From an optimization exercise on the open Yosys and OpenROAD flow, aimed at small area; shortcuts taken in it are not production practice.
Where RTL was checked, it was by simulation tests only, not by an equivalence proof against the original.
The RTL of run 4 was laid out without a check of its function.
No driver is modelled on the clock port, so clocking that relies on it looks cheaper here than on a real chip.
No activity file was given, so power comes from the tool's default toggle rates.

## config.mk

```make
export PLATFORM = sky130hd
export DESIGN_NAME = GPS
export DESIGN_NICKNAME = GPS
export VERILOG_FILES = /design/flow/design.v
export SDC_FILE = /design/flow/constraint.sdc
export NUM_CORES = 4
export LEC_CHECK = 0
export CAP_MARGIN = 20
export CORE_MARGIN = 2
export CORE_UTILIZATION = 40
export SLEW_MARGIN = 20
```

## constraint.sdc

```tcl
create_clock -name core_clock -period 48.0 [get_ports {clk}]
set_input_delay 9.6000 -clock core_clock [delete_from_list [all_inputs] [get_ports {clk}]]
set_output_delay 9.6000 -clock core_clock [all_outputs]
set_load 0.01 [all_outputs]
```

## design.v

```verilog
module GPS
(
input clk,
input rst,             
input  rx,             
output err,            
output [7:0] Din,      
output RS, RW,
output EN
);
localparam [3:0] F0 = 4'd0,  F1 = 4'd1,  F2 = 4'd3,  F3 = 4'd7,  F4 = 4'd15,
                 F5 = 4'd14, F6 = 4'd13, F7 = 4'd10, F8 = 4'd5,  F9 = 4'd11,
                 F10 = 4'd6, F11 = 4'd12, F12 = 4'd8;
function [3:0] succ;
	input [3:0] x;
	succ = {x[2:0], (~x[0] & x[1]) ^ ~x[3]};
endfunction
reg [3:0]  rb;
reg        half;
reg [11:0] h;      
reg [7:0]  rd;     
reg [3:0]  ph;     
reg [4:0]  s;      
wire idle  = (rb == F10);
wire pend  = (rb == F11);
wire hterm = (h == 12'd3233);           
wire hload = idle | hterm;
always @(posedge clk) begin
	if (hload) h <= 12'd0;
	else       h <= {~h[10:0], h[11] ^ h[0]};
end
wire is_dollar = (rd == 8'h24);
wire [3:0] sf = s[3:0];
wire sdol    = (sf == F3) | (sf == F4) | (sf == F5) | (sf == F6);
wire writing = s[4] & (sdol | ~is_dollar);
wire wr_now  = pend & writing & (ph == sf);
always @(posedge clk) begin
	if (rst) begin
		rb <= F10; half <= 1'b0;
	end else if (idle) begin
		rb <= rx ? F10 : F0; half <= 1'b0;
	end else if (pend) begin
		if (!writing || ph == sf) begin rb <= F9; half <= 1'b1; end
	end else if (hterm) begin
		if (!half) begin
			if (rb == F0 && rx)   begin rb <= F10; half <= 1'b1; end
			else if (rb == F9)    begin rb <= rx ? F11 : F10; half <= ~rx; end
			else                  half <= 1'b1;
		end else begin
			rb <= (rb == F9) ? F10 : succ(rb); half <= 1'b0;
		end
	end
end
always @(posedge clk)
	if (hterm && !half && rb != F9)
		rd <= {rx, rd[7:1]};
assign err = idle & half;
localparam [4:0] W0 = {1'b0, F8},  W1 = {1'b0, F9},  W2 = {1'b0, F10},
                 W3 = {1'b0, F11},    W4 = {1'b0, F12},
                 W5 = {1'b0, F7},    W6 = {1'b0, F0},    W7 = {1'b0, F2},
                 W8 = {1'b0, F3},    W9 = {1'b0, F6};
wire is_comma  = (rd == 8'h2C);
wire is_G      = (rd == 8'h47);
wire is_P      = (rd == 8'h50);
wire is_A      = (rd == 8'h41);
wire tk    = s[4];
wire wcom  = (sf == F7) | (sf == F0) | (sf == F2) | (sf == F3) | (sf == F6);
wire m_G   = (sf == F8) | (sf == F10) | (sf == F11);
wire match = ~tk & ((m_G & is_G) | ((sf == F9) & is_P) | ((sf == F12) & is_A) |
                    (~m_G & (sf != F9) & (sf != F12) & is_comma));
wire [3:0] ssucc = succ(sf);
wire [3:0] ncode = (~tk & wcom) ? sf :
                   (~tk & (sf == F12)) ? F7 :
                   (tk & (sf == F6)) ? F8 : ssucc;
wire ntk = ~tk ? wcom : ~((sf == F12) | (sf == F1) | (sf == F2) | (sf == F5) | (sf == F6));
wire adv  = pend & (writing ? (ph == sf) : match);
wire dres = rst | (pend & ~writing & is_dollar);
always @(posedge clk)
	if (dres)     s <= W0;
	else if (adv) s <= {ntk, ncode};
reg [103:0] ring;
reg clr;           
always @(posedge clk) begin
	if (rst) ph <= F0;
	else     ph <= succ(ph);
	clr <= rst | (clr & (ph != F12));
end
wire [7:0] rin = wr_now ? rd : (clr ? 8'h00 : ring[7:0]);
always @(posedge clk) ring <= {rin, ring[103:8]};
localparam [5:0] RSTP = {2'b01, F0};
reg [16:0] c;
reg [5:0]  pos;
wire cterm = (c == 17'd112661);         
always @(posedge clk) begin
	if (rst)        c <= 17'd112661;
	else if (cterm) c <= 17'd0;
	else            c <= {~c[15:0], c[16] ^ c[2]};
end
wire [3:0] pf = pos[3:0];
wire [3:0] pn = succ(pf);
wire cafter = (pf == F12) | (pf == F1) | (pf == F2) | (pf == F5) |
              (pf == F6) | (pf == F8) | (pf == F10);
wire [2:0] unit = pos[2:0];
wire ulast = (unit == 3'd4);
always @(posedge clk) begin
	if (rst) pos <= RSTP;
	else if (cterm) begin
		if (pos == RSTP)                      pos <= 6'd32;
		else if (pos[5] & ulast & (pos[4:3] == 2'b10)) pos <= {2'b01, F12};
		else if (pos[5])                      pos <= {1'b1, ulast ? {pos[3], ~pos[4]} : pos[4:3],
		                                              unit[1:0], ~(unit[2] ^ (unit[0] & ~unit[1]))};
		else if (pos[4] | ~cafter)            pos <= {2'b00, pn};
		else                                  pos <= {2'b01, pf};
	end
end
reg [7:0] N, DR;
wire wt  = pend & writing;
wire [7:0] N_in = (wt & (sf == pn)) ? rd : ((ph == pf) ? ring[15:8] : N);
always @(posedge clk) begin
	N <= N_in;
	if (cterm)                                      DR <= N_in;
	else if (wt & (sf == pf) & (pos[5:4] == 2'b00)) DR <= rd;
end
reg [7:0] cval;
always @* begin
	if (pos[5])
		case (pos[4:3])
		2'b00: cval = 8'h38;
		2'b01: cval = 8'h01;
		2'b11: cval = 8'h06;
		default: cval = 8'h0C;
		endcase
	else
		case (pf)
		F12: cval = 8'h80;
		F1:  cval = 8'hDF;
		F2:  cval = 8'h20;
		F5:  cval = 8'hDF;
		F6:  cval = 8'hC0;
		F8:  cval = 8'h3A;
		F10: cval = 8'h3A;
		default: cval = 8'h00;
		endcase
end
assign Din = (pos[5] | pos[4]) ? cval : DR;
assign EN  = ~(cterm & (~pos[5] | ulast));
assign RS  = ~pos[5] & (pos != RSTP) &
             ~(pos[4] & ((pf == F12) | (pf == F6)) & ~cterm);
assign RW  = 1'b0;
endmodule
```

## flow/run.sh

```bash
#!/bin/bash
# The standard ORFS layout with these changes:
#  - synthesis: the standard script, but abc uses flow/area.abc (area
#    oriented) for the combinational logic; registers are unchanged;
#  - port buffers: buf_1.
# Full tool output: flow.log here, and ORFS's per-step logs under orfs/logs.
set -euo pipefail
HERE=$(pwd)
export AREA_ABC_SCRIPT="$HERE/flow/area.abc"
export CTS_ARGS="-sink_clustering_enable -repair_clock_nets -dont_use_dummy_load -buf_list sky130_fd_sc_hd__clkbuf_4"
export BUFFER_PORTS_ARGS="-buffer_cell sky130_fd_sc_hd__buf_1"
export POST_CTS_TCL="$HERE/flow/post_cts.tcl"
export PC_SLEW_PS=122
bash standard.sh SYNTH_SCRIPT="$HERE/flow/synth.tcl" finish > flow.log 2>&1
```

## flow/area.abc

```
strash
dc2
strash
dch -f
map -a
strash
dch -f
map -a
strash
dc2
dch -f
amap
topo
```

## flow/post_cts.tcl

```tcl
proc pc_worst_sink_slew {inst} {
  set worst 0
  foreach pin [get_pins -of_objects $inst -filter "direction == output"] {
    set net [get_nets -of_objects $pin]
    foreach load [get_pins -of_objects $net -filter "direction == input"] {
      if {![get_property $load is_clock]} { continue }
      foreach e {rise fall} { foreach a {min max} {
        set s [get_property $load slew_${a}_$e]
        set worst [expr {max($worst, [sta::time_ui_sta $s] * 1e12)}]
      } }
    }
  }
  return $worst
}
set pc_lib [get_name [get_property [lindex [get_lib_cells sky130_fd_sc_hd__inv_1] 0] library]]
proc pc_master {inst} { return [get_property [get_cells $inst] ref_name] }
estimate_parasitics -placement
puts "POSTCTS area before [format %.1f [expr {[rsz::design_area] * 1e12}]]"
if {[info exists ::env(PC_NODOWN)]} { set skipdown 1 } else { set skipdown 0 }
# 1. logic cells to their smallest drive strength
set n 0
foreach inst [expr {$skipdown ? {} : [get_cells *]}] {
  set m [pc_master $inst]
  if {[string match "*df*" $m] || [string match "*clkbuf*" $m] || [string match "*tap*" $m] || [string match "*fill*" $m] || [string match "*conb*" $m]} { continue }
  if {![regexp {^(sky130_fd_sc_hd__\w+)_(\d+)$} $m -> base sz]} { continue }
  foreach cand [list ${base}_0 ${base}_1] {
    if {$cand eq $m} { break }
    if {[llength [get_lib_cells -quiet $cand]] && ![get_property [lindex [get_lib_cells $cand] 0] dont_use]} {
      replace_cell $inst $pc_lib/$cand
      incr n
      break
    }
  }
}
puts "POSTCTS downsized $n"
estimate_parasitics -placement
repair_design -slew_margin 20 -cap_margin 20
estimate_parasitics -placement
# 2. clock buffers
for {set pass 0} {$pass < 4} {incr pass} {
  set changed 0
  foreach inst [get_cells *] {
    set m [pc_master $inst]
    if {![string match "*clkbuf*" $m]} { continue }
    if {[pc_worst_sink_slew $inst] > $::env(PC_SLEW_PS)} {
      set up ""
      switch -glob $m {
        *clkbuf_1 { set up sky130_fd_sc_hd__clkbuf_2 }
        *clkbuf_2 { set up sky130_fd_sc_hd__clkbuf_4 }
        *clkbuf_4 { set up sky130_fd_sc_hd__clkbuf_8 }
        *clkbuf_8 { set up sky130_fd_sc_hd__clkbuf_16 }
      }
      if {$up ne ""} { replace_cell $inst $pc_lib/$up; incr changed }
    }
  }
  puts "POSTCTS clock buffers upsized: $changed"
  if {!$changed} { break }
  estimate_parasitics -placement
}
detailed_placement
check_placement -verbose
estimate_parasitics -placement
puts "POSTCTS area after [format %.1f [expr {[rsz::design_area] * 1e12}]]"
```

## flow/synth.tcl

```tcl
# synth_recipe.tcl (the standard synthesis) with one change: abc maps the
# combinational logic with flow/area.abc, an area-oriented script, in place
# of ORFS's speed script. Everything before abc (and so every register, its
# name and its cell) is as in the standard synthesis.
proc synth {args} { yosys synth -nofsm -noshare {*}$args }
proc abc {args} {
  set i [lsearch $args -script]
  if {$i >= 0} { lset args [expr {$i + 1}] $::env(AREA_ABC_SCRIPT) }
  yosys abc {*}$args
}
source $::env(SCRIPTS_DIR)/synth.tcl
# left out here: clear keep_hierarchy, flatten, clean up, hide names made inside functions, write 1_2_yosys.v
```

## standard.sh

```bash
#!/bin/bash
# synth_recipe.tcl (not shown) runs the flow's synth.tcl, then flattens the netlist and writes it again
# the make line also repeats each setting of config.mk as NAME=value (left out here)
make -C /OpenROAD-flow-scripts/flow DESIGN_CONFIG=/design/flow/config.mk WORK_HOME=/design/flow/orfs CLKGATE_MAP_FILE= SYNTH_SCRIPT=/design/flow/synth_recipe.tcl "${@:-finish}"
```

==> results of run 1 <==
-- power groups by stage --
stage / clock (uW) / sequential [uW] / combinational (uW)
after floorplan: 0 / 167 / 23.0
final: 63.0 / 165 / 29.4
after detailed placement: 0 / 168 / 29.3
after global routing: 71.2 / 166 / 33.9
after global placement: 0 / 168 / 28.2
-- critical path: stages, from the launching register on --
cell,delay [ns]
sky130_fd_sc_hd__dfxtp_1,0.35
sky130_fd_sc_hd__clkinv_1,0.08
sky130_fd_sc_hd__or4_1,0.49
sky130_fd_sc_hd__nor4_1,0.24
sky130_fd_sc_hd__nand4b_1,0.70
sky130_fd_sc_hd__clkinv_1,0.41
sky130_fd_sc_hd__nor3_1,0.08
sky130_fd_sc_hd__nor3_1,0.15
sky130_fd_sc_hd__buf_1,0.18
-- cell type report --
class | instances | area (um^2)
Multi-Input combinational cell | 271 | 1450
Tap cell | 176 | 220
Fill cell | 1263 | 7390
Inverter | 62 | 233
Clock buffer | 17 | 165
Antenna cell | 1 | 2.50
Timing Repair Buffer | 15 | 56.3
Sequential cell | 178 | 3720
-- cell families after synthesis --
logic type	share of synthesized area, %
flops	68.8
simple gates	12.6
compound gates	14.1
buf+inv	4.44
other cells	0.0693
-- flip-flops by register name, indices dropped and copies added, names as in the netlist --
register  flops
ring        104
ph            4
DR            8
half          1
h            12
rb            4
N             8
clr           1
rd            8
s             5
pos           6
c            17
-- metal layers --
| layer | vias to the layer above | part of all wire [%] |
|---|---|---|
| met5 | - | 0 |
| met4 | 0 | 2.4 |
| met3 | 30 | 4.8 |
| met2 | 114 | 42 |
| met1 | 1739 | 51 |
| li1 | 1848 | - |
-- metrics by stage --
stage | setup WS (ns) | cells
floorplan | 36.26 | 512
global placement | 35.86 | 702
global route | 34.83 | 720
finish | 35.20 | 720
detailed placement | 35.82 | 702
-- path summary, 6_finish.rpt --
path	start	end	slack [ns]	cells past startpoint
setup reg to reg	c[12]	pos[4]	44.59	10
hold reg to reg	ring[16]	ring[8]	0.31	0
setup / recovery	c[12]	RS	35.20	8
hold / removal	ring[16]	ring[8]	0.31	0
-- cells in the final DEF, fill, tap and decap left out, types with 3 or more instances in the layout --
master                      count
sky130_fd_sc_hd__edfxtp_1      16
sky130_fd_sc_hd__clkbuf_4      11
sky130_fd_sc_hd__clkbuf_8       6
sky130_fd_sc_hd__a31oi_1        4
sky130_fd_sc_hd__nor4_1        10
sky130_fd_sc_hd__a221oi_1       3
sky130_fd_sc_hd__o221a_1        3
sky130_fd_sc_hd__o22ai_1       20
sky130_fd_sc_hd__nand4_1        6
sky130_fd_sc_hd__a22oi_1        7
sky130_fd_sc_hd__o221ai_1       6
sky130_fd_sc_hd__nand3_1        4
sky130_fd_sc_hd__o2111ai_1      3
sky130_fd_sc_hd__nor3_1        11
sky130_fd_sc_hd__a21oi_1       23
sky130_fd_sc_hd__dfxtp_1      162
sky130_fd_sc_hd__buf_1         15
sky130_fd_sc_hd__a32oi_1        3
sky130_fd_sc_hd__clkinv_1      62
sky130_fd_sc_hd__o32ai_1        9
sky130_fd_sc_hd__nand2_1       27
sky130_fd_sc_hd__nor2_1        91
sky130_fd_sc_hd__or4_1          3
sky130_fd_sc_hd__o21ai_0       18
==> report_table.html, run 1 <==
<table>
<tr><th>Metric</th><th>Value</th></tr>
<tr><th colspan="2">Power and ir drop</th></tr>
<tr><td>Switching power as a share of total power</td><td>25.8%</td></tr>
<tr><td>Peak supply drop</td><td>0.0000183 V</td></tr>
<tr><td>Combinational cell fraction of total power</td><td>11.4%</td></tr>
<tr><td>Net switching power</td><td>66.5 uW</td></tr>
<tr><td>Leakage power of the design</td><td>0.00213 uW</td></tr>
<tr><td>Overall power after layout</td><td>257 uW</td></tr>
<tr><td>Sequential group share of total power</td><td>64.1%</td></tr>
<tr><td>Power density over the cells</td><td>44.0 nW/um^2</td></tr>
<tr><td>Cell internal pwr</td><td>191 uW</td></tr>
<tr><td>Clk network pwr share</td><td>24.5%</td></tr>
<tr><th colspan="2">Drt</th></tr>
<tr><td>First DRT Iteration DRCs</td><td>278</td></tr>
<tr><td>Via count normalized by instance count</td><td>5.18</td></tr>
<tr><td>Total DRC errors in the routed layout</td><td>0</td></tr>
<tr><td>Vias after detailed routing</td><td>3,731</td></tr>
<tr><td>Final WL</td><td>10.1 mm</td></tr>
<tr><td>Antenna Violating Nets Remaining</td><td>0</td></tr>
<tr><td>Routed wire per std cell</td><td>14.1 um</td></tr>
<tr><td>DRT Pass-1 Iters</td><td>5</td></tr>
<tr><th colspan="2">Global route</th></tr>
<tr><td>Vias in the first global route</td><td>3,584</td></tr>
<tr><td>Met3 usage</td><td>4.62%</td></tr>
<tr><td>Gr usage total</td><td>15.0%</td></tr>
<tr><td>Wire length of the first global-routing pass</td><td>17.2 mm</td></tr>
<tr><td>Pin count of the biggest net entering global routing</td><td>21</td></tr>
<tr><td>Met1 capacity usage during global routing</td><td>20.6%</td></tr>
<tr><td>Global-route congestion overflow total</td><td>0</td></tr>
<tr><td>Number of antenna violations at the first check in global routing</td><td>1</td></tr>
<tr><td>Global-route layer with the greatest usage</td><td>met2</td></tr>
<tr><td>Met2 routing resource usage after global routing</td><td>21.8%</td></tr>
<tr><th colspan="2">Placement</th></tr>
<tr><td>Global placer's final weighted congestion</td><td>0.874</td></tr>
<tr><td>Cell area after placement</td><td>5690 um^2</td></tr>
<tr><td>PortBufs</td><td>13</td></tr>
<tr><td>Detailed placement HPWL</td><td>6.84 mm</td></tr>
<tr><th colspan="2">Synth</th></tr>
<tr><td>Commonest cells in the netlist</td><td>sky130_fd_sc_hd__dfxtp_1, sky130_fd_sc_hd__nor2_1, sky130_fd_sc_hd__clkinv_1</td></tr>
<tr><td>Post-synthesis sequential area ratio</td><td>68.8%</td></tr>
<tr><td>Number of synthesized register bits</td><td>178</td></tr>
<tr><td>Cell type with the highest aggregate area in the netlist</td><td>sky130_fd_sc_hd__dfxtp_1</td></tr>
<tr><td>Cell variety after synth</td><td>36</td></tr>
<tr><td>Top area cells in the synthesized netlist</td><td>sky130_fd_sc_hd__dfxtp_1, sky130_fd_sc_hd__edfxtp_1, sky130_fd_sc_hd__nor2_1</td></tr>
<tr><td>Number of cells produced by synthesis</td><td>512</td></tr>
<tr><td>Share of flip-flops with an asynchronous set or reset</td><td>0%</td></tr>
<tr><td>Average cell area after synthesis</td><td>10.6 um^2</td></tr>
<tr><td>Primary flip-flop cell chosen by synthesis mapping</td><td>sky130_fd_sc_hd__dfxtp_1</td></tr>
<tr><td>Number of flops mapped to enable cells by yosys</td><td>16</td></tr>
<tr><td>Post-Synthesis Net Count</td><td>515</td></tr>
<tr><td>Number of warnings issued by yosys</td><td>1</td></tr>
<tr><td>Most instantiated library cell after synthesis</td><td>sky130_fd_sc_hd__dfxtp_1</td></tr>
<tr><td>Top cell type's share of synthesized area</td><td>59.9%</td></tr>
<tr><td>Summed instance area of the synthesized netlist</td><td>5410 um^2</td></tr>
<tr><th colspan="2">Outcome</th></tr>
<tr><td>Result of the run</td><td>complete, no violations</td></tr>
<tr><th colspan="2">STA</th></tr>
<tr><td>Final-report hold violation count</td><td>0</td></tr>
<tr><td>RSZ-0062 raised after global routing</td><td>no</td></tr>
<tr><td>Fin Setup TNS</td><td>0 ns</td></tr>
<tr><td>Post-layout minimum cycle time</td><td>12.80 ns</td></tr>
<tr><td>Max-slew violation count</td><td>0</td></tr>
<tr><td>Actual transition at the worst max-transition pin</td><td>0.833 ns</td></tr>
<tr><td>Worst Skew</td><td>0.0292 ns</td></tr>
<tr><td>Fin crit share</td><td>26.7%</td></tr>
<tr><td>Final count of negative-setup-slack endpoints</td><td>0</td></tr>
<tr><td>Max transition margin</td><td>44.2%</td></tr>
<tr><td>Worst hold slack across all endpoints</td><td>0.311 ns</td></tr>
<tr><td>Maximum operating frequency</td><td>78.1 MHz</td></tr>
<tr><th colspan="2">Worst setup path</th></tr>
<tr><td>CP required</td><td>38.40 ns</td></tr>
<tr><td>Critical path class</td><td>register to output pin</td></tr>
<tr><td>CP Capture Type</td><td>output pin</td></tr>
<tr><td>Arrival time of the worst setup path</td><td>3.20 ns</td></tr>
<tr><td>Critical-path maximum fanout</td><td>20</td></tr>
<tr><td>Startpoint Class</td><td>register</td></tr>
<tr><th colspan="2">Floorplan</th></tr>
<tr><td>Floorplan die height</td><td>120 um</td></tr>
<tr><td>Standard cell core area</td><td>13,200 um^2</td></tr>
<tr><td>Std-Cell Rows</td><td>42</td></tr>
<tr><td>Die width</td><td>120 um</td></tr>
<tr><td>Total I/O pin count</td><td>15</td></tr>
<tr><td>Full die area</td><td>14,500 um^2</td></tr>
<tr><td>Effective utilization at floorplan</td><td>40.9%</td></tr>
<tr><th colspan="2">Clock network</th></tr>
<tr><td>Sink count of the clock tree</td><td>178</td></tr>
<tr><td>Clock-pin slew reported for the worst setup and hold paths after clock tree synthesis</td><td>0.11 ns</td></tr>
<tr><td>Clock tree from TritonCTS</td><td>done</td></tr>
<tr><td>Source-to-sink clock delay at the later pin of the worst-skew pair</td><td>0.55 ns</td></tr>
<tr><th colspan="2">Finish</th></tr>
<tr><td>Post-layout net count</td><td>548</td></tr>
<tr><td>Share of layout cells above drive strength 1</td><td>3.13%</td></tr>
<tr><td>Area growth from synthesis to layout</td><td>8.07%</td></tr>
<tr><td>Final core area utilization</td><td>44.2%</td></tr>
<tr><td>Post-Layout Inst Area</td><td>5850 um^2</td></tr>
<tr><th colspan="2">Job</th></tr>
<tr><td>Max capacitance violation total</td><td>0</td></tr>
<tr><th colspan="2">Hold path</th></tr>
<tr><td>Class of the tightest hold or removal check</td><td>register to register</td></tr>
</table>
==> run 2, diff against run 1 <==
--- a/design.v
+++ b/design.v
@@ -116,8 +116,8 @@
 reg [7:0] N, DR;
 wire wt  = pend & writing;
-wire [7:0] N_in = (wt & (sf == pn)) ? rd : ((ph == pf) ? ring[15:8] : N);
+wire [7:0] N_in = (ph == pn) ? rin : N;
 always @(posedge clk) begin
 	N <= N_in;
-	if (cterm)                                      DR <= N_in;
+	if (cterm)                                      DR <= (wt & (sf == pn)) ? rd : N_in;
 	else if (wt & (sf == pf) & (pos[5:4] == 2'b00)) DR <= rd;
 end
==> flow/area.abc (replaced) <==
strash
dc2
dch -f
amap
strash
dch -f
amap
topo
==> report_table.html, run 2 <==
<table>
<tr><th>Metric</th><th>Value</th></tr>
<tr><th colspan="2">Synth</th></tr>
<tr><td>Average cell area after synthesis</td><td>10.9 um^2</td></tr>
<tr><td>Number of synthesized register bits</td><td>178</td></tr>
<tr><td>Commonest cells in the netlist</td><td>sky130_fd_sc_hd__dfxtp_1, sky130_fd_sc_hd__nor2_1, sky130_fd_sc_hd__clkinv_1</td></tr>
<tr><td>Summed instance area of the synthesized netlist</td><td>5360 um^2</td></tr>
<tr><td>Number of cells produced by synthesis</td><td>492</td></tr>
<tr><td>Cell variety after synth</td><td>42</td></tr>
<tr><td>Post-synthesis sequential area ratio</td><td>69.5%</td></tr>
<tr><td>Cell type with the highest aggregate area in the netlist</td><td>sky130_fd_sc_hd__dfxtp_1</td></tr>
<tr><td>Post-Synthesis Net Count</td><td>495</td></tr>
<tr><td>Primary flip-flop cell chosen by synthesis mapping</td><td>sky130_fd_sc_hd__dfxtp_1</td></tr>
<tr><td>Top area cells in the synthesized netlist</td><td>sky130_fd_sc_hd__dfxtp_1, sky130_fd_sc_hd__edfxtp_1, sky130_fd_sc_hd__nor2_1</td></tr>
<tr><td>Number of warnings issued by yosys</td><td>1</td></tr>
<tr><td>Most instantiated library cell after synthesis</td><td>sky130_fd_sc_hd__dfxtp_1</td></tr>
<tr><td>Number of flops mapped to enable cells by yosys</td><td>16</td></tr>
<tr><td>Top cell type's share of synthesized area</td><td>60.5%</td></tr>
<tr><td>Share of flip-flops with an asynchronous set or reset</td><td>0%</td></tr>
<tr><th colspan="2">STA</th></tr>
<tr><td>Maximum operating frequency</td><td>83.0 MHz</td></tr>
<tr><td>RSZ-0062 raised after global routing</td><td>no</td></tr>
<tr><td>Max transition margin</td><td>50.2%</td></tr>
<tr><td>Final-report hold violation count</td><td>0</td></tr>
<tr><td>Worst Skew</td><td>0.0333 ns</td></tr>
<tr><td>Fin crit share</td><td>25.1%</td></tr>
<tr><td>Post-layout minimum cycle time</td><td>12.05 ns</td></tr>
<tr><td>Final count of negative-setup-slack endpoints</td><td>0</td></tr>
<tr><td>Fin Setup TNS</td><td>0 ns</td></tr>
<tr><td>Actual transition at the worst max-transition pin</td><td>0.744 ns</td></tr>
<tr><td>Max-slew violation count</td><td>0</td></tr>
<tr><th colspan="2">Clock network</th></tr>
<tr><td>Source-to-sink clock delay at the later pin of the worst-skew pair</td><td>0.55 ns</td></tr>
<tr><td>Clock-pin slew reported for the worst setup and hold paths after clock tree synthesis</td><td>0.11 ns</td></tr>
<tr><td>Clock tree from TritonCTS</td><td>done</td></tr>
<tr><td>Sink count of the clock tree</td><td>178</td></tr>
<tr><th colspan="2">Global route</th></tr>
<tr><td>Pin count of the biggest net entering global routing</td><td>19</td></tr>
<tr><td>Global-route congestion overflow total</td><td>0</td></tr>
<tr><td>Wire length of the first global-routing pass</td><td>16.2 mm</td></tr>
<tr><td>Number of antenna violations at the first check in global routing</td><td>1</td></tr>
<tr><td>Vias in the first global route</td><td>3,419</td></tr>
<tr><td>Gr usage total</td><td>14.5%</td></tr>
<tr><th colspan="2">Worst setup path</th></tr>
<tr><td>Critical register-to-register path endpoint</td><td>DR[3]</td></tr>
<tr><td>Critical path class</td><td>register to output pin</td></tr>
<tr><td>Crit Reg-Reg Startpoint</td><td>rd[1]</td></tr>
<tr><td>CP required</td><td>38.40 ns</td></tr>
<tr><td>Number of cell instances on the worst register-to-register path</td><td>13</td></tr>
<tr><td>Arrival time of the worst setup path</td><td>2.45 ns</td></tr>
<tr><td>R2R Setup Slk</td><td>44.40 ns</td></tr>
<tr><td>CP Capture Type</td><td>output pin</td></tr>
<tr><td>Startpoint Class</td><td>register</td></tr>
<tr><td>Critical-path maximum fanout</td><td>4</td></tr>
<tr><th colspan="2">Floorplan</th></tr>
<tr><td>Standard cell core area</td><td>13,200 um^2</td></tr>
<tr><td>Total I/O pin count</td><td>15</td></tr>
<tr><td>Std-Cell Rows</td><td>42</td></tr>
<tr><td>Full die area</td><td>14,300 um^2</td></tr>
<tr><td>Effective utilization at floorplan</td><td>40.6%</td></tr>
<tr><td>Die width</td><td>120 um</td></tr>
<tr><td>Floorplan die height</td><td>120 um</td></tr>
<tr><th colspan="2">Finish</th></tr>
<tr><td>Share of layout cells above drive strength 1</td><td>3.25%</td></tr>
<tr><td>Commonest cells after routing, fill and taps aside</td><td>sky130_fd_sc_hd__dfxtp_1, sky130_fd_sc_hd__nor2_1, sky130_fd_sc_hd__clkinv_1</td></tr>
<tr><td>Most frequent standard cell in the layout excluding fill and tap cells</td><td>sky130_fd_sc_hd__dfxtp_1</td></tr>
<tr><td>Number of flip-flops under the largest register name</td><td>104</td></tr>
<tr><td>Top flop regs</td><td>ring (104), c (17), h (12)</td></tr>
<tr><td>Area growth from synthesis to layout</td><td>8.15%</td></tr>
<tr><td>Number of filler instances in the final layout</td><td>1,251</td></tr>
<tr><td>Register with the highest flop count</td><td>ring</td></tr>
<tr><td>Final core area utilization</td><td>43.9%</td></tr>
<tr><td>Post-layout net count</td><td>528</td></tr>
<tr><th colspan="2">Drt</th></tr>
<tr><td>Total DRC errors in the routed layout</td><td>0</td></tr>
<tr><td>Final WL</td><td>9.62 mm</td></tr>
<tr><td>DRT Pass-1 Iters</td><td>8</td></tr>
<tr><td>Via count normalized by instance count</td><td>5.18</td></tr>
<tr><td>Routed wire per std cell</td><td>13.7 um</td></tr>
<tr><td>Vias after detailed routing</td><td>3,625</td></tr>
<tr><td>Antenna Violating Nets Remaining</td><td>0</td></tr>
<tr><td>First DRT Iteration DRCs</td><td>260</td></tr>
<tr><th colspan="2">Power and ir drop</th></tr>
<tr><td>Overall power after layout</td><td>247 uW</td></tr>
<tr><td>Peak supply drop</td><td>0.0000161 V</td></tr>
<tr><td>Power density over the cells</td><td>42.6 nW/um^2</td></tr>
<tr><td>Leakage power of the design</td><td>0.00213 uW</td></tr>
<tr><th colspan="2">Hold path</th></tr>
<tr><td>HP Start</td><td>ring[26]</td></tr>
<tr><td>Class of the tightest hold or removal check</td><td>register to register</td></tr>
<tr><td>Count of cells along the worst hold path</td><td>0</td></tr>
<tr><td>Hold-critical path endpoint</td><td>ring[18]</td></tr>
<tr><th colspan="2">Placement</th></tr>
<tr><td>Detailed placement HPWL</td><td>6.52 mm</td></tr>
<tr><td>Global placer's final weighted congestion</td><td>0.839</td></tr>
<tr><td>PortBufs</td><td>13</td></tr>
<tr><th colspan="2">Outcome</th></tr>
<tr><td>Result of the run</td><td>complete, no violations</td></tr>
<tr><th colspan="2">Job</th></tr>
<tr><td>Max capacitance violation total</td><td>0</td></tr>
</table>
## run 2: cell types whose count changed in the layout (fill, tap and decap cells not counted), moves of 5 or more
cell / before / now
sky130_fd_sc_hd__a32oi_1: 3 / 8
sky130_fd_sc_hd__nand2_1: 27 / 20
sky130_fd_sc_hd__o22ai_1: 20 / 10
sky130_fd_sc_hd__o21ai_0: 18 / 23
sky130_fd_sc_hd__clkinv_1: 62 / 55
sky130_fd_sc_hd__nor2_1: 91 / 78
sky130_fd_sc_hd__o32ai_1: 9 / 0
## run 2: cell families (layout without fill, tap and decap cells)
kind of cell           count (synthesis)  count (layout)  share of synthesized area (%)
buffers and inverters                 56              87                           3.99
and+or+nand+nor                      136             136                           11.2
DFF                                  178             178                           69.5
AOI/OAI and AO/OA                    121             121                           15.3
other                                  1               2                         0.0700
## run 2: per-layer routing
| layer | GRT usage [%] | share of wire (%) | vias to the layer above |
|---|---|---|---|
| li1 | - | - | 1795 |
| met4 | 8.16 | 3.1 | 0 |
| met2 | 21.4 | 44 | 99 |
| met5 | 0 | 0 | - |
| met1 | 18.5 | 49 | 1705 |
| met3 | 4.99 | 4.6 | 26 |
## run 2: worst max-delay path by stage
stage               from  to  slack, ns
finish              c[8]  RS      35.95
global route        c[8]  RS      35.73
detailed placement  c[8]  RS      36.51
global placement    c[8]  RS      36.61
floorplan           c[8]  RS      36.76
## run 2: area by class of cell
| cell class | instances | area (um^2) | share of cell area (%) |
|---|---|---|---|
| repair buffers | 15 | 56.3 | 0.971 |
| clock buffers | 17 | 165 | 2.85 |
| well taps | 176 | 220 | 3.80 |
| diodes | 1 | 2.50 | 0.0432 |
| flip-flops and latches | 178 | 3720 | 64.2 |
| multi-input cells | 258 | 1420 | 24.5 |
| inverters | 55 | 206 | 3.56 |
## run 2: critical path, stage by stage, from the launching register on
cell                       delay (ns)
sky130_fd_sc_hd__dfxtp_1         0.32
sky130_fd_sc_hd__or2_0           0.22
sky130_fd_sc_hd__or3_1           0.31
sky130_fd_sc_hd__nor4_1          0.25
sky130_fd_sc_hd__nand4b_1        0.24
sky130_fd_sc_hd__a311oi_1        0.37
sky130_fd_sc_hd__buf_1           0.19
## run 2: stage by stage
step           setup slack (ns)  cell area, um^2  cells  hold slack [ns]
3_5_place_dp              36.51             5640    682            0.312
6_report                  35.95             5800    700            0.304
3_3_place_gp              36.61             5640    682            0.311
2_1_floorplan             36.76             5360    492            0.310
5_1_grt                   35.73             5800    700            0.308
## run 2: report_power, final
part           switching (uW)  internal, uW  total [uW]
sequential               4.40           158         163
clock                    40.6          21.4        62.1
combinational            14.3          7.62        21.9
total                    59.3           187         247
==> run 3, diff against run 2 <==
==> flow/area.abc (replaced) <==
strash
dc2
&get -n
&deepsyn -T 60 -I 4
&put
dch -f
amap
strash
dch -f
amap
topo
==> report_table.html, run 3 <==
<table>
<tr><th>Metric</th><th>Value</th></tr>
<tr><th colspan="2">STA</th></tr>
<tr><td>Max-slew violation count</td><td>0</td></tr>
<tr><td>Worst hold slack across all endpoints</td><td>0.303 ns</td></tr>
<tr><td>Final count of negative-setup-slack endpoints</td><td>0</td></tr>
<tr><td>Worst Skew</td><td>0.0405 ns</td></tr>
<tr><td>Fin Setup TNS</td><td>0 ns</td></tr>
<tr><td>Final-report hold violation count</td><td>0</td></tr>
<tr><td>Actual transition at the worst max-transition pin</td><td>0.759 ns</td></tr>
<tr><td>Maximum operating frequency</td><td>80.7 MHz</td></tr>
<tr><td>RSZ-0062 raised after global routing</td><td>no</td></tr>
<tr><td>Fin crit share</td><td>25.8%</td></tr>
<tr><td>Post-layout minimum cycle time</td><td>12.40 ns</td></tr>
<tr><td>Max transition margin</td><td>49.0%</td></tr>
<tr><th colspan="2">Finish</th></tr>
<tr><td>Final core area utilization</td><td>44.5%</td></tr>
<tr><td>Area growth from synthesis to layout</td><td>8.27%</td></tr>
<tr><td>Share of layout cells above drive strength 1</td><td>3.31%</td></tr>
<tr><td>Number of flip-flops under the largest register name</td><td>104</td></tr>
<tr><td>Most frequent standard cell in the layout excluding fill and tap cells</td><td>sky130_fd_sc_hd__dfxtp_1</td></tr>
<tr><td>Commonest cells after routing, fill and taps aside</td><td>sky130_fd_sc_hd__dfxtp_1, sky130_fd_sc_hd__nor2_1, sky130_fd_sc_hd__clkinv_1</td></tr>
<tr><td>Post-Layout Inst Area</td><td>5670 um^2</td></tr>
<tr><td>Top flop regs</td><td>ring (104), c (17), h (12)</td></tr>
<tr><td>Register with the highest flop count</td><td>ring</td></tr>
<tr><td>Post-layout net count</td><td>518</td></tr>
<tr><th colspan="2">Worst setup path</th></tr>
<tr><td>R2R Setup Slk</td><td>42.74 ns</td></tr>
<tr><td>Critical-path maximum fanout</td><td>9</td></tr>
<tr><td>Crit Reg-Reg Startpoint</td><td>s[3]</td></tr>
<tr><td>Arrival time of the worst setup path</td><td>2.80 ns</td></tr>
<tr><td>Critical register-to-register path endpoint</td><td>rb[1]</td></tr>
<tr><td>Critical path class</td><td>register to output pin</td></tr>
<tr><td>CP required</td><td>38.40 ns</td></tr>
<tr><td>Startpoint Class</td><td>register</td></tr>
<tr><td>Number of cell instances on the worst register-to-register path</td><td>20</td></tr>
<tr><td>CP Capture Type</td><td>output pin</td></tr>
<tr><th colspan="2">Placement</th></tr>
<tr><td>Global placer's final weighted congestion</td><td>0.953</td></tr>
<tr><td>Detailed placement HPWL</td><td>6.22 mm</td></tr>
<tr><td>Cell area after placement</td><td>5530 um^2</td></tr>
<tr><td>PortBufs</td><td>13</td></tr>
<tr><th colspan="2">Synth</th></tr>
<tr><td>Number of flops mapped to enable cells by yosys</td><td>16</td></tr>
<tr><td>Top area cells in the synthesized netlist</td><td>sky130_fd_sc_hd__dfxtp_1, sky130_fd_sc_hd__edfxtp_1, sky130_fd_sc_hd__nor2_1</td></tr>
<tr><td>Number of warnings issued by yosys</td><td>1</td></tr>
<tr><td>Post-synthesis sequential area ratio</td><td>71.1%</td></tr>
<tr><td>Top cell type's share of synthesized area</td><td>62.0%</td></tr>
<tr><td>Number of synthesized register bits</td><td>178</td></tr>
<tr><td>Cell type with the highest aggregate area in the netlist</td><td>sky130_fd_sc_hd__dfxtp_1</td></tr>
<tr><td>Number of cells produced by synthesis</td><td>480</td></tr>
<tr><td>Share of flip-flops with an asynchronous set or reset</td><td>0%</td></tr>
<tr><td>Most instantiated library cell after synthesis</td><td>sky130_fd_sc_hd__dfxtp_1</td></tr>
<tr><td>Post-Synthesis Net Count</td><td>483</td></tr>
<tr><td>Commonest cells in the netlist</td><td>sky130_fd_sc_hd__dfxtp_1, sky130_fd_sc_hd__nor2_1, sky130_fd_sc_hd__clkinv_1</td></tr>
<tr><td>Average cell area after synthesis</td><td>10.9 um^2</td></tr>
<tr><td>Summed instance area of the synthesized netlist</td><td>5230 um^2</td></tr>
<tr><td>Cell variety after synth</td><td>35</td></tr>
<tr><td>Primary flip-flop cell chosen by synthesis mapping</td><td>sky130_fd_sc_hd__dfxtp_1</td></tr>
<tr><th colspan="2">Floorplan</th></tr>
<tr><td>Total I/O pin count</td><td>15</td></tr>
<tr><td>Floorplan die height</td><td>118 um</td></tr>
<tr><td>Full die area</td><td>14,000 um^2</td></tr>
<tr><td>Effective utilization at floorplan</td><td>41.1%</td></tr>
<tr><td>Std-Cell Rows</td><td>41</td></tr>
<tr><td>Standard cell core area</td><td>12,700 um^2</td></tr>
<tr><td>Die width</td><td>118 um</td></tr>
<tr><th colspan="2">Outcome</th></tr>
<tr><td>Result of the run</td><td>complete, no violations</td></tr>
<tr><th colspan="2">Power and ir drop</th></tr>
<tr><td>Leakage power of the design</td><td>0.00209 uW</td></tr>
<tr><td>Switching power as a share of total power</td><td>25.2%</td></tr>
<tr><td>Sequential group share of total power</td><td>64.5%</td></tr>
<tr><td>Overall power after layout</td><td>254 uW</td></tr>
<tr><td>Cell internal pwr</td><td>190 uW</td></tr>
<tr><td>Peak supply drop</td><td>0.0000167 V</td></tr>
<tr><td>Clk network pwr share</td><td>23.9%</td></tr>
<tr><td>Power density over the cells</td><td>44.8 nW/um^2</td></tr>
<tr><td>Net switching power</td><td>64.0 uW</td></tr>
<tr><td>Combinational cell fraction of total power</td><td>11.7%</td></tr>
<tr><th colspan="2">Global route</th></tr>
<tr><td>Pin count of the biggest net entering global routing</td><td>18</td></tr>
<tr><td>Vias in the first global route</td><td>3,168</td></tr>
<tr><td>Number of antenna violations at the first check in global routing</td><td>1</td></tr>
<tr><td>Global-route congestion overflow total</td><td>0</td></tr>
<tr><td>Gr usage total</td><td>13.9%</td></tr>
<tr><td>Wire length of the first global-routing pass</td><td>15.2 mm</td></tr>
<tr><th colspan="2">Drt</th></tr>
<tr><td>Via count normalized by instance count</td><td>4.92</td></tr>
<tr><td>Total DRC errors in the routed layout</td><td>0</td></tr>
<tr><td>First DRT Iteration DRCs</td><td>239</td></tr>
<tr><td>Vias after detailed routing</td><td>3,377</td></tr>
<tr><td>Routed wire per std cell</td><td>13.1 um</td></tr>
<tr><td>DRT Pass-1 Iters</td><td>5</td></tr>
<tr><td>Final WL</td><td>9.01 mm</td></tr>
<tr><td>Antenna Violating Nets Remaining</td><td>0</td></tr>
<tr><th colspan="2">Hold path</th></tr>
<tr><td>Count of cells along the worst hold path</td><td>0</td></tr>
<tr><td>Hold-critical path endpoint</td><td>ring[90]</td></tr>
<tr><td>HP Start</td><td>ring[98]</td></tr>
<tr><td>Class of the tightest hold or removal check</td><td>register to register</td></tr>
<tr><th colspan="2">Clock network</th></tr>
<tr><td>Sink count of the clock tree</td><td>178</td></tr>
<tr><td>Clock tree from TritonCTS</td><td>done</td></tr>
<tr><td>Clock-pin slew reported for the worst setup and hold paths after clock tree synthesis</td><td>0.11 ns</td></tr>
<tr><td>Source-to-sink clock delay at the later pin of the worst-skew pair</td><td>0.54 ns</td></tr>
<tr><th colspan="2">Job</th></tr>
<tr><td>Max capacitance violation total</td><td>0</td></tr>
</table>
-- run 3: changes by cell type in the layout (fill, tap and decap cells not counted), sizes merged, moves of 4 or more --
| cell | before | now |
|---|---|---|
| o22ai | 10 | 25 |
| nor2 | 78 | 64 |
| nand2 | 20 | 30 |
| a32oi | 8 | 0 |
| o21ai | 23 | 28 |
| a21oi | 27 | 23 |
| o21a | 5 | 1 |
-- run 3: worst max path at each step --
stage	endpoint	slack, ns	cells past startpoint	start
after floorplan	RS	36.53	10	pos[1]
after global placement	Din[4]	36.29	10	pos[1]
final	RS	35.60	11	pos[1]
after detailed placement	Din[2]	36.20	10	pos[1]
after global routing	Din[4]	35.28	10	pos[1]
-- run 3: cell type report --
type	instances	area, um^2
diodes	1	2.50
inverters	54	203
clock buffers	17	159
repair buffers	17	63.8
flip-flops and latches	178	3720
multi-input cells	247	1300
fillers	1239	7060
well taps	172	215
-- run 3: layer usage --
metal | GRT usage (%) | wire length (um)
met1 | 18.9 | 4570
met2 | 19.9 | 3880
met3 | 4.83 | 434
met4 | 5.88 | 123
met5 | 0 | 0
-- run 3: power by group through the flow --
stage | Sequential, uW | Combinational [uW] | Clock (uW)
finish | 164 | 29.6 | 60.6
floorplan | 166 | 23.7 | 0
detailed placement | 167 | 29.9 | 0
global placement | 167 | 29.5 | 0
global route | 165 | 35.0 | 69.9
-- run 3: cells by family (layout without fill, tap and decap cells) --
logic type | Yosys count | in the layout | synth area share, %
AOI/OAI and AO/OA | 114 | 114 | 13.7
DFF | 178 | 178 | 71.1
and+or+nand+nor | 132 | 132 | 11.0
other | 1 | 2 | 0.0717
buffers and inverters | 55 | 88 | 4.02
-- run 3: critical path, cell delays in order, from the launching register on --
cell	delay [ns]
sky130_fd_sc_hd__dfxtp_1	0.49
sky130_fd_sc_hd__clkinv_1	0.21
sky130_fd_sc_hd__nor2_1	0.22
sky130_fd_sc_hd__nor2_1	0.08
sky130_fd_sc_hd__nor2_1	0.13
sky130_fd_sc_hd__a31oi_1	0.07
sky130_fd_sc_hd__or3_1	0.41
sky130_fd_sc_hd__nand2b_1	0.20
sky130_fd_sc_hd__nor2_1	0.15
sky130_fd_sc_hd__nand2_1	0.06
sky130_fd_sc_hd__o21ai_0	0.09
sky130_fd_sc_hd__buf_1	0.17
-- run 3: stage by stage --
stage          cells  setup WS, ns
6_report         686         35.60
3_5_place_dp     668         36.20
5_1_grt          686         35.28
2_1_floorplan    480         36.53
3_3_place_gp     668         36.29
==> run 4, diff against run 3 <==
--- a/design.v
+++ b/design.v
@@ -9,10 +9,20 @@
 output EN
 );
-localparam [3:0] F0 = 4'd0,  F1 = 4'd1,  F2 = 4'd3,  F3 = 4'd7,  F4 = 4'd15,
-                 F5 = 4'd14, F6 = 4'd13, F7 = 4'd10, F8 = 4'd5,  F9 = 4'd11,
-                 F10 = 4'd6, F11 = 4'd12, F12 = 4'd8;
+localparam [3:0] F0 = 4'd0,
+                 F1 = 4'd1,
+                 F2 = 4'd3,
+                 F3 = 4'd7,
+                 F4 = 4'd15,
+                 F5 = 4'd14,
+                 F6 = 4'd12,
+                 F7 = 4'd9,
+                 F8 = 4'd2,
+                 F9 = 4'd5,
+                 F10 = 4'd10,
+                 F11 = 4'd4,
+                 F12 = 4'd8;
 function [3:0] succ;
 	input [3:0] x;
-	succ = {x[2:0], (~x[0] & x[1]) ^ ~x[3]};
+	succ = {x[2:0], ~(x[1] | ~x[2]) ^ ~x[3]};
 endfunction
 reg [3:0]  rb;
==> report_table.html, run 4 <==
<table>
<tr><th>Metric</th><th>Value</th></tr>
<tr><th colspan="2">Finish</th></tr>
<tr><td>Post-layout net count</td><td>509</td></tr>
<tr><td>Register with the highest flop count</td><td>ring</td></tr>
<tr><td>Number of filler instances in the final layout</td><td>1,239</td></tr>
<tr><td>Area growth from synthesis to layout</td><td>8.19%</td></tr>
<tr><td>Number of flip-flops under the largest register name</td><td>104</td></tr>
<tr><td>Commonest cells after routing, fill and taps aside</td><td>sky130_fd_sc_hd__dfxtp_1, sky130_fd_sc_hd__nor2_1, sky130_fd_sc_hd__clkinv_1</td></tr>
<tr><td>Footprint of the multi-input gates</td><td>1270 um^2</td></tr>
<tr><td>Most frequent standard cell in the layout excluding fill and tap cells</td><td>sky130_fd_sc_hd__dfxtp_1</td></tr>
<tr><td>Share of layout cells above drive strength 1</td><td>3.37%</td></tr>
<tr><td>Final core area utilization</td><td>44.5%</td></tr>
<tr><td>Top flop regs</td><td>ring (104), c (17), h (12)</td></tr>
<tr><td>FF/Latch Area</td><td>3720 um^2</td></tr>
<tr><td>Number of inserted diodes</td><td>0</td></tr>
<tr><th colspan="2">Placement</th></tr>
<tr><td>Worst setup slack before clock tree synthesis</td><td>36.42 ns</td></tr>
<tr><td>Global placer's final weighted congestion</td><td>0.877</td></tr>
<tr><td>PortBufs</td><td>13</td></tr>
<tr><td>Detailed placement HPWL</td><td>6.27 mm</td></tr>
<tr><th colspan="2">Synth</th></tr>
<tr><td>Primary flip-flop cell chosen by synthesis mapping</td><td>sky130_fd_sc_hd__dfxtp_1</td></tr>
<tr><td>Dominant combinational cell family by area after synthesis</td><td>compound AO/OA/AOI/OAI gates</td></tr>
<tr><td>Cell type with the highest aggregate area in the netlist</td><td>sky130_fd_sc_hd__dfxtp_1</td></tr>
<tr><td>Post-Synth Simple-Gate Area</td><td>10.2%</td></tr>
<tr><td>Number of synthesized register bits</td><td>178</td></tr>
<tr><td>Commonest cells in the netlist</td><td>sky130_fd_sc_hd__dfxtp_1, sky130_fd_sc_hd__nor2_1, sky130_fd_sc_hd__clkinv_1</td></tr>
<tr><td>Average cell area after synthesis</td><td>11.0 um^2</td></tr>
<tr><td>Adder-Cell Fraction of Synth Area</td><td>0%</td></tr>
<tr><td>Post-Synthesis Net Count</td><td>475</td></tr>
<tr><td>Post-synthesis compound-gate area fraction</td><td>14.0%</td></tr>
<tr><td>Top area cells in the synthesized netlist</td><td>sky130_fd_sc_hd__dfxtp_1, sky130_fd_sc_hd__edfxtp_1, sky130_fd_sc_hd__nor2_1</td></tr>
<tr><td>Top cell type's share of synthesized area</td><td>62.2%</td></tr>
<tr><td>Post-synthesis sequential area ratio</td><td>71.4%</td></tr>
<tr><td>Multiplexer area fraction after synthesis</td><td>0%</td></tr>
<tr><td>Share of flip-flops with an asynchronous set or reset</td><td>0%</td></tr>
<tr><td>Summed instance area of the synthesized netlist</td><td>5210 um^2</td></tr>
<tr><td>Number of cells produced by synthesis</td><td>472</td></tr>
<tr><td>Cell variety after synth</td><td>40</td></tr>
<tr><td>XOR/XNOR share of the synthesized area</td><td>0%</td></tr>
<tr><td>Number of warnings issued by yosys</td><td>1</td></tr>
<tr><td>Number of flops mapped to enable cells by yosys</td><td>16</td></tr>
<tr><td>Most instantiated library cell after synthesis</td><td>sky130_fd_sc_hd__dfxtp_1</td></tr>
<tr><th colspan="2">Drt</th></tr>
<tr><td>Final WL</td><td>9.13 mm</td></tr>
<tr><td>Vias after detailed routing</td><td>3,410</td></tr>
<tr><td>First DRT Iteration DRCs</td><td>250</td></tr>
<tr><td>Antenna Violating Nets Remaining</td><td>0</td></tr>
<tr><td>DRT Pass-1 Iters</td><td>7</td></tr>
<tr><td>Total DRC errors in the routed layout</td><td>0</td></tr>
<tr><td>Via count normalized by instance count</td><td>5.04</td></tr>
<tr><td>Routed wire per std cell</td><td>13.5 um</td></tr>
<tr><th colspan="2">Hold path</th></tr>
<tr><td>Class of the tightest hold or removal check</td><td>register to register</td></tr>
<tr><th colspan="2">STA</th></tr>
<tr><td>Actual transition at the worst max-transition pin</td><td>0.796 ns</td></tr>
<tr><td>Max-slew violation count</td><td>0</td></tr>
<tr><td>Post-layout minimum cycle time</td><td>12.15 ns</td></tr>
<tr><td>RSZ-0062 raised after global routing</td><td>no</td></tr>
<tr><td>Max transition margin</td><td>46.5%</td></tr>
<tr><td>Worst hold slack across all endpoints</td><td>0.304 ns</td></tr>
<tr><td>Worst Skew</td><td>0.0407 ns</td></tr>
<tr><td>Worst-case setup margin in the final layout</td><td>35.85 ns</td></tr>
<tr><td>Fin crit share</td><td>25.3%</td></tr>
<tr><td>Final-report hold violation count</td><td>0</td></tr>
<tr><td>Maximum operating frequency</td><td>82.3 MHz</td></tr>
<tr><td>Final count of negative-setup-slack endpoints</td><td>0</td></tr>
<tr><td>Fin Setup TNS</td><td>0 ns</td></tr>
<tr><th colspan="2">Clock network</th></tr>
<tr><td>Sink count of the clock tree</td><td>178</td></tr>
<tr><td>Clock tree from TritonCTS</td><td>done</td></tr>
<tr><td>Source-to-sink clock delay at the later pin of the worst-skew pair</td><td>0.55 ns</td></tr>
<tr><td>Clock-pin slew reported for the worst setup and hold paths after clock tree synthesis</td><td>0.11 ns</td></tr>
<tr><th colspan="2">Power and ir drop</th></tr>
<tr><td>Leakage power of the design</td><td>0.00209 uW</td></tr>
<tr><td>Overall power after layout</td><td>235 uW</td></tr>
<tr><td>Power density over the cells</td><td>41.6 nW/um^2</td></tr>
<tr><td>Peak supply drop</td><td>0.0000188 V</td></tr>
<tr><th colspan="2">Floorplan</th></tr>
<tr><td>Die width</td><td>118 um</td></tr>
<tr><td>Full die area</td><td>14,000 um^2</td></tr>
<tr><td>Standard cell core area</td><td>12,700 um^2</td></tr>
<tr><td>Floorplan die height</td><td>118 um</td></tr>
<tr><td>Std-Cell Rows</td><td>41</td></tr>
<tr><td>Total I/O pin count</td><td>15</td></tr>
<tr><td>Effective utilization at floorplan</td><td>41.1%</td></tr>
<tr><th colspan="2">Worst setup path</th></tr>
<tr><td>CP Capture Type</td><td>output pin</td></tr>
<tr><td>Critical path class</td><td>register to output pin</td></tr>
<tr><td>Critical-path maximum fanout</td><td>8</td></tr>
<tr><td>CP required</td><td>38.40 ns</td></tr>
<tr><td>Startpoint Class</td><td>register</td></tr>
<tr><td>Arrival time of the worst setup path</td><td>2.55 ns</td></tr>
<tr><th colspan="2">Outcome</th></tr>
<tr><td>Result of the run</td><td>complete, no violations</td></tr>
<tr><th colspan="2">Global route</th></tr>
<tr><td>Number of antenna violations at the first check in global routing</td><td>0</td></tr>
<tr><td>Wire length of the first global-routing pass</td><td>15.3 mm</td></tr>
<tr><td>Pin count of the biggest net entering global routing</td><td>19</td></tr>
<tr><td>Gr usage total</td><td>13.9%</td></tr>
<tr><td>Global-route congestion overflow total</td><td>0</td></tr>
<tr><td>Vias in the first global route</td><td>3,161</td></tr>
<tr><th colspan="2">Job</th></tr>
<tr><td>Max capacitance violation total</td><td>0</td></tr>
</table>
[run 4: changes by cell type in the layout (fill, tap and decap cells not counted), moves of 2 or more]
cell and change:
sky130_fd_sc_hd__nand2_1 -15, sky130_fd_sc_hd__nor2_1 +7, sky130_fd_sc_hd__o21ai_0 -5, sky130_fd_sc_hd__o22ai_1 +4
sky130_fd_sc_hd__a211oi_1 -3, sky130_fd_sc_hd__a21oi_1 +3, sky130_fd_sc_hd__clkinv_1 +3, sky130_fd_sc_hd__nand3b_1 +3
sky130_fd_sc_hd__o221ai_1 -3, sky130_fd_sc_hd__a221oi_1 +2, sky130_fd_sc_hd__and2_0 -2, sky130_fd_sc_hd__o211ai_1 -2
sky130_fd_sc_hd__or3_1 -2
[run 4: where the power goes]
| group | internal (uW) | switching [uW] | total (uW) | leakage [uW] |
|---|---|---|---|---|
| logic | 4.65 | 7.92 | 12.6 | 0.000543 |
| registers | 157 | 3.66 | 161 | 0.00146 |
| clock network | 20.6 | 40.9 | 61.5 | 0.0000912 |
[run 4: area by class of cell]
| cell class | instances | share of cell area (%) |
|---|---|---|
| clock buffers | 17 | 2.82 |
| inverters | 57 | 3.79 |
| multi-input cells | 236 | 22.5 |
| flip-flops and latches | 178 | 66.0 |
| well taps | 172 | 3.82 |
| repair buffers | 16 | 1.07 |
[run 4: path summary, 6_finish.rpt]
check | cells after the start | slack, ns | startpoint | endpoint
setup / recovery | 8 | 35.85 | pos[2] | Din[2]
hold / removal | 0 | 0.30 | ring[19] | ring[11]
setup reg to reg | 16 | 43.47 | s[2] | s[3]
hold reg to reg | 0 | 0.30 | ring[19] | ring[11]
[run 4: metrics by stage]
| stage | std cells | area [um^2] |
|---|---|---|
| 5_1_grt | 676 | 5640 |
| 3_5_place_dp | 659 | 5500 |
| 6_report | 676 | 5640 |
| 3_3_place_gp | 659 | 5500 |
| 2_1_floorplan | 472 | 5210 |
[run 4: layer usage]
layer  part of all wire (%)  up-vias  GRT usage, %  wire length [um]
met5                      0        -             0                 0
met2                     43      101          20.1              3910
met3                    5.9       18          4.87               539
met4                    2.1        0          6.63               189
li1                       -     1706             -                 -
met1                     49     1585          18.7              4490
[run 4: critical path, cell delays in order (launching register included)]
cell,delay [ns]
sky130_fd_sc_hd__dfxtp_1,0.40
sky130_fd_sc_hd__clkinv_1,0.18
sky130_fd_sc_hd__o21ai_0,0.12
sky130_fd_sc_hd__nor3_1,0.28
sky130_fd_sc_hd__clkinv_1,0.14
sky130_fd_sc_hd__a211oi_1,0.41
sky130_fd_sc_hd__nor2b_1,0.23
sky130_fd_sc_hd__a211o_1,0.13
sky130_fd_sc_hd__buf_1,0.15
[run 4: cell families (layout without fill, tap and decap cells)]
logic type | count (synthesis) | in the layout
AO/OA/AOI/OAI | 114 | 114
AND/OR/NAND/NOR | 121 | 121
other | 1 | 1
buffers and inverters | 58 | 90
flip-flops | 178 | 178
==> run 5, diff against run 4 <==
--- a/design.v
+++ b/design.v
@@ -9,20 +9,20 @@
 output EN
 );
-localparam [3:0] F0 = 4'd0,
-                 F1 = 4'd1,
-                 F2 = 4'd3,
-                 F3 = 4'd7,
-                 F4 = 4'd15,
-                 F5 = 4'd14,
-                 F6 = 4'd12,
-                 F7 = 4'd9,
-                 F8 = 4'd2,
-                 F9 = 4'd5,
-                 F10 = 4'd10,
-                 F11 = 4'd4,
-                 F12 = 4'd8;
+localparam [3:0] F0 = 4'd13,
+                 F1 = 4'd10,
+                 F2 = 4'd5,
+                 F3 = 4'd11,
+                 F4 = 4'd6,
+                 F5 = 4'd12,
+                 F6 = 4'd8,
+                 F7 = 4'd0,
+                 F8 = 4'd1,
+                 F9 = 4'd3,
+                 F10 = 4'd7,
+                 F11 = 4'd15,
+                 F12 = 4'd14;
 function [3:0] succ;
 	input [3:0] x;
-	succ = {x[2:0], ~(x[1] | ~x[2]) ^ ~x[3]};
+	succ = {x[2:0], ~(~(x[0] | ~x[1]) ^ x[3])};
 endfunction
 reg [3:0]  rb;
==> report_table.html, run 5 <==
<table>
<tr><th>Metric</th><th>Value</th></tr>
<tr><th colspan="2">Clock network</th></tr>
<tr><td>Clock tree from TritonCTS</td><td>done</td></tr>
<tr><td>Source-to-sink clock delay at the later pin of the worst-skew pair</td><td>0.56 ns</td></tr>
<tr><td>Sink count of the clock tree</td><td>178</td></tr>
<tr><td>Clock-pin slew reported for the worst setup and hold paths after clock tree synthesis</td><td>0.11 ns</td></tr>
<tr><th colspan="2">Finish</th></tr>
<tr><td>Post-layout net count</td><td>518</td></tr>
<tr><td>Number of flip-flops under the largest register name</td><td>104</td></tr>
<tr><td>Number of filler instances in the final layout</td><td>1,209</td></tr>
<tr><td>Register with the highest flop count</td><td>ring</td></tr>
<tr><td>Most frequent standard cell in the layout excluding fill and tap cells</td><td>sky130_fd_sc_hd__dfxtp_1</td></tr>
<tr><td>Area growth from synthesis to layout</td><td>8.19%</td></tr>
<tr><td>Top flop regs</td><td>ring (104), c (17), h (12)</td></tr>
<tr><td>Number of inserted diodes</td><td>0</td></tr>
<tr><td>Share of layout cells above drive strength 1</td><td>3.31%</td></tr>
<tr><td>Commonest cells after routing, fill and taps aside</td><td>sky130_fd_sc_hd__dfxtp_1, sky130_fd_sc_hd__nor2_1, sky130_fd_sc_hd__clkinv_1</td></tr>
<tr><th colspan="2">Hold path</th></tr>
<tr><td>Class of the tightest hold or removal check</td><td>register to register</td></tr>
<tr><th colspan="2">Placement</th></tr>
<tr><td>Detailed placement HPWL</td><td>6.13 mm</td></tr>
<tr><td>PortBufs</td><td>13</td></tr>
<tr><td>Global placer's final weighted congestion</td><td>0.899</td></tr>
<tr><th colspan="2">Worst setup path</th></tr>
<tr><td>Arrival time of the worst setup path</td><td>2.91 ns</td></tr>
<tr><td>Crit Reg-Reg Startpoint</td><td>s[0]</td></tr>
<tr><td>Critical-path maximum fanout</td><td>8</td></tr>
<tr><td>First element of the critical path</td><td>c[6]</td></tr>
<tr><td>R2R Setup Slk</td><td>44.29 ns</td></tr>
<tr><td>CP Capture Type</td><td>output pin</td></tr>
<tr><td>CP required</td><td>38.40 ns</td></tr>
<tr><td>Startpoint Class</td><td>register</td></tr>
<tr><td>Critical register-to-register path endpoint</td><td>DR[2]</td></tr>
<tr><td>Critical path class</td><td>register to output pin</td></tr>
<tr><td>Number of cell instances on the worst register-to-register path</td><td>11</td></tr>
<tr><td>End of the critical path</td><td>RS</td></tr>
<tr><th colspan="2">Drt</th></tr>
<tr><td>First DRT Iteration DRCs</td><td>305</td></tr>
<tr><td>DRT Pass-1 Iters</td><td>5</td></tr>
<tr><td>Routed wire per std cell</td><td>13.4 um</td></tr>
<tr><td>Antenna Violating Nets Remaining</td><td>0</td></tr>
<tr><td>Final WL</td><td>9.15 mm</td></tr>
<tr><td>Vias after detailed routing</td><td>3,404</td></tr>
<tr><td>Via count normalized by instance count</td><td>4.97</td></tr>
<tr><td>Total DRC errors in the routed layout</td><td>0</td></tr>
<tr><th colspan="2">Global route</th></tr>
<tr><td>Global-route congestion overflow total</td><td>0</td></tr>
<tr><td>Number of antenna violations at the first check in global routing</td><td>0</td></tr>
<tr><td>Gr usage total</td><td>14.4%</td></tr>
<tr><td>Wire length of the first global-routing pass</td><td>15.8 mm</td></tr>
<tr><td>Vias in the first global route</td><td>3,302</td></tr>
<tr><td>Pin count of the biggest net entering global routing</td><td>21</td></tr>
<tr><th colspan="2">Power and ir drop</th></tr>
<tr><td>Leakage power of the design</td><td>0.00211 uW</td></tr>
<tr><td>Peak supply drop</td><td>0.0000163 V</td></tr>
<tr><td>Overall power after layout</td><td>254 uW</td></tr>
<tr><td>Power density over the cells</td><td>45.1 nW/um^2</td></tr>
<tr><th colspan="2">STA</th></tr>
<tr><td>Fin Setup TNS</td><td>0 ns</td></tr>
<tr><td>Worst Skew</td><td>0.0325 ns</td></tr>
<tr><td>RSZ-0062 raised after global routing</td><td>no</td></tr>
<tr><td>Max transition margin</td><td>60.0%</td></tr>
<tr><td>Actual transition at the worst max-transition pin</td><td>0.596 ns</td></tr>
<tr><td>Final count of negative-setup-slack endpoints</td><td>0</td></tr>
<tr><td>Maximum operating frequency</td><td>79.9 MHz</td></tr>
<tr><td>Max-slew violation count</td><td>0</td></tr>
<tr><td>Fin crit share</td><td>26.1%</td></tr>
<tr><td>Post-layout minimum cycle time</td><td>12.51 ns</td></tr>
<tr><td>Final-report hold violation count</td><td>0</td></tr>
<tr><th colspan="2">Job</th></tr>
<tr><td>Max capacitance violation total</td><td>0</td></tr>
<tr><th colspan="2">Outcome</th></tr>
<tr><td>Result of the run</td><td>complete, no violations</td></tr>
<tr><th colspan="2">Synth</th></tr>
<tr><td>Cell variety after synth</td><td>39</td></tr>
<tr><td>Number of cells produced by synthesis</td><td>481</td></tr>
<tr><td>Post-Synthesis Net Count</td><td>484</td></tr>
<tr><td>Most instantiated library cell after synthesis</td><td>sky130_fd_sc_hd__dfxtp_1</td></tr>
<tr><td>Number of warnings issued by yosys</td><td>1</td></tr>
<tr><td>Share of flip-flops with an asynchronous set or reset</td><td>0%</td></tr>
<tr><td>Commonest cells in the netlist</td><td>sky130_fd_sc_hd__dfxtp_1, sky130_fd_sc_hd__nor2_1, sky130_fd_sc_hd__clkinv_1</td></tr>
<tr><td>Top area cells in the synthesized netlist</td><td>sky130_fd_sc_hd__dfxtp_1, sky130_fd_sc_hd__edfxtp_1, sky130_fd_sc_hd__nor2_1</td></tr>
<tr><td>Summed instance area of the synthesized netlist</td><td>5210 um^2</td></tr>
<tr><td>Cell type with the highest aggregate area in the netlist</td><td>sky130_fd_sc_hd__dfxtp_1</td></tr>
<tr><td>Number of synthesized register bits</td><td>178</td></tr>
<tr><td>Post-synthesis sequential area ratio</td><td>71.5%</td></tr>
<tr><td>Number of flops mapped to enable cells by yosys</td><td>16</td></tr>
<tr><td>Average cell area after synthesis</td><td>10.8 um^2</td></tr>
<tr><td>Primary flip-flop cell chosen by synthesis mapping</td><td>sky130_fd_sc_hd__dfxtp_1</td></tr>
<tr><td>Top cell type's share of synthesized area</td><td>62.3%</td></tr>
<tr><th colspan="2">Floorplan</th></tr>
<tr><td>Floorplan die height</td><td>118 um</td></tr>
<tr><td>Effective utilization at floorplan</td><td>41.1%</td></tr>
<tr><td>Standard cell core area</td><td>12,700 um^2</td></tr>
<tr><td>Full die area</td><td>13,900 um^2</td></tr>
<tr><td>Total I/O pin count</td><td>15</td></tr>
<tr><td>Std-Cell Rows</td><td>41</td></tr>
<tr><td>Die width</td><td>118 um</td></tr>
</table>
## run 5: cell count changes in the layout (fill, tap and decap cells not counted), sizes merged, moves of 4 or more
cell	delta
a21oi	-11
o21ai	-4
nand2	+26
nor4	-7
a221oi	-4
nor2	-7
a22oi	-4
o22ai	+8
## run 5: worst min path at each step
| stage | from | endpoint | depth (start not counted) |
|---|---|---|---|
| 6_report | ring[23] | ring[15] | 0 |
| 5_1_grt | ring[23] | ring[15] | 0 |
| 3_5_place_dp | ring[72] | ring[64] | 0 |
| 3_3_place_gp | ring[10] | ring[2] | 0 |
| 2_1_floorplan | ring[8] | ring[0] | 0 |
## run 5: layer usage
layer / vias up / wire length [um] / track usage [%] / part of all wire, %
met5: - / 0 / 0 / 0
met4: 0 / 214 / 7.68 / 2.3
met2: 97 / 3960 / 20.8 / 43
met3: 18 / 520 / 5.18 / 5.7
met1: 1585 / 4450 / 18.9 / 49
li1: 1704 / - / - / -
## run 5: cells by family (layout without fill, tap and decap cells)
kind of cell	count (synthesis)	after routing	synth area share, %
flip-flops	178	178	71.5
AND/OR/NAND/NOR	140	140	11.4
other	1	1	0.0720
AO/OA/AOI/OAI	102	102	12.6
buffers and inverters	60	92	4.40
## run 5: critical path: stages (launching register included)
cell and delay [ns]:
sky130_fd_sc_hd__dfxtp_1 0.32, sky130_fd_sc_hd__or4_1 0.53, sky130_fd_sc_hd__nor4_1 0.33, sky130_fd_sc_hd__buf_1 0.35, sky130_fd_sc_hd__clkinv_1 0.24, sky130_fd_sc_hd__a31oi_1 0.21
sky130_fd_sc_hd__nor2_1 0.06, sky130_fd_sc_hd__nor2_1 0.13, sky130_fd_sc_hd__buf_1 0.17
## run 5: stage by stage
| step | hold WS (ns) | area (um^2) | cells | utilization (%) | setup WS (ns) |
|---|---|---|---|---|---|
| floorplan | 0.310 | 5210 | 481 | - | 36.22 |
| global placement | 0.310 | 5490 | 668 | 43.3 | 36.48 |
| detailed placement | 0.312 | 5490 | 668 | 43.3 | 36.42 |
| global route | 0.311 | 5630 | 685 | 44.5 | 35.24 |
| finish | 0.305 | 5630 | 685 | 44.5 | 35.49 |
## run 5: where the power goes
| group | internal, uW | leakage [uW] | switching, uW | total (uW) |
|---|---|---|---|---|
| clock | 20.6 | 0.0000912 | 40.8 | 61.4 |
| sequential | 160 | 0.00146 | 5.47 | 165 |
| combinational | 9.71 | 0.000553 | 17.8 | 27.5 |
## run 5: cell type report
cell class	count	area [um^2]	share of cell area, %
inverters	59	221	3.93
well taps	172	215	3.82
clock buffers	17	159	2.82
multi-input cells	243	1250	22.3
flip-flops and latches	178	3720	66.1
repair buffers	16	60.1	1.07

[what the ideal ports hide]
In the flow no input, the clock included, has a driving cell. The finished layouts below were timed again as built, in two steps.
Step 1 sets driving cells, clkbuf_16 on the clock port and buf_2 on the other inputs (assumed; they add their load-dependent delay and slew).
Step 2, shift: input delay + t, output delay - t, t = (earliest + latest rising clock arrival at the registers) / 2. This alone moves slack from input paths to output paths.
a / b / c = ideal / step 1 / step 2; a / b = the first two.
| run | t, ns | setup slack, ns | worst slew at a driven data input, ns | pins driven straight from the clock port |
|---|---|---|---|---|
| run 1 | 0.574 | 35.196 / 35.158 / 35.732 | 0.03 | 1 |
| run 2 | 0.568 | 35.952 / 35.916 / 36.483 | 0.03 | 1 |
| run 3 | 0.556 | 35.605 / 35.572 / 36.128 | 0.03 | 1 |
| run 4 | 0.565 | 35.847 / 35.815 / 36.379 | 0.03 | 1 |
| run 5 | 0.579 | 35.489 / 35.456 / 36.035 | 0.04 | 1 |
After both steps every run listed still meets setup and hold.
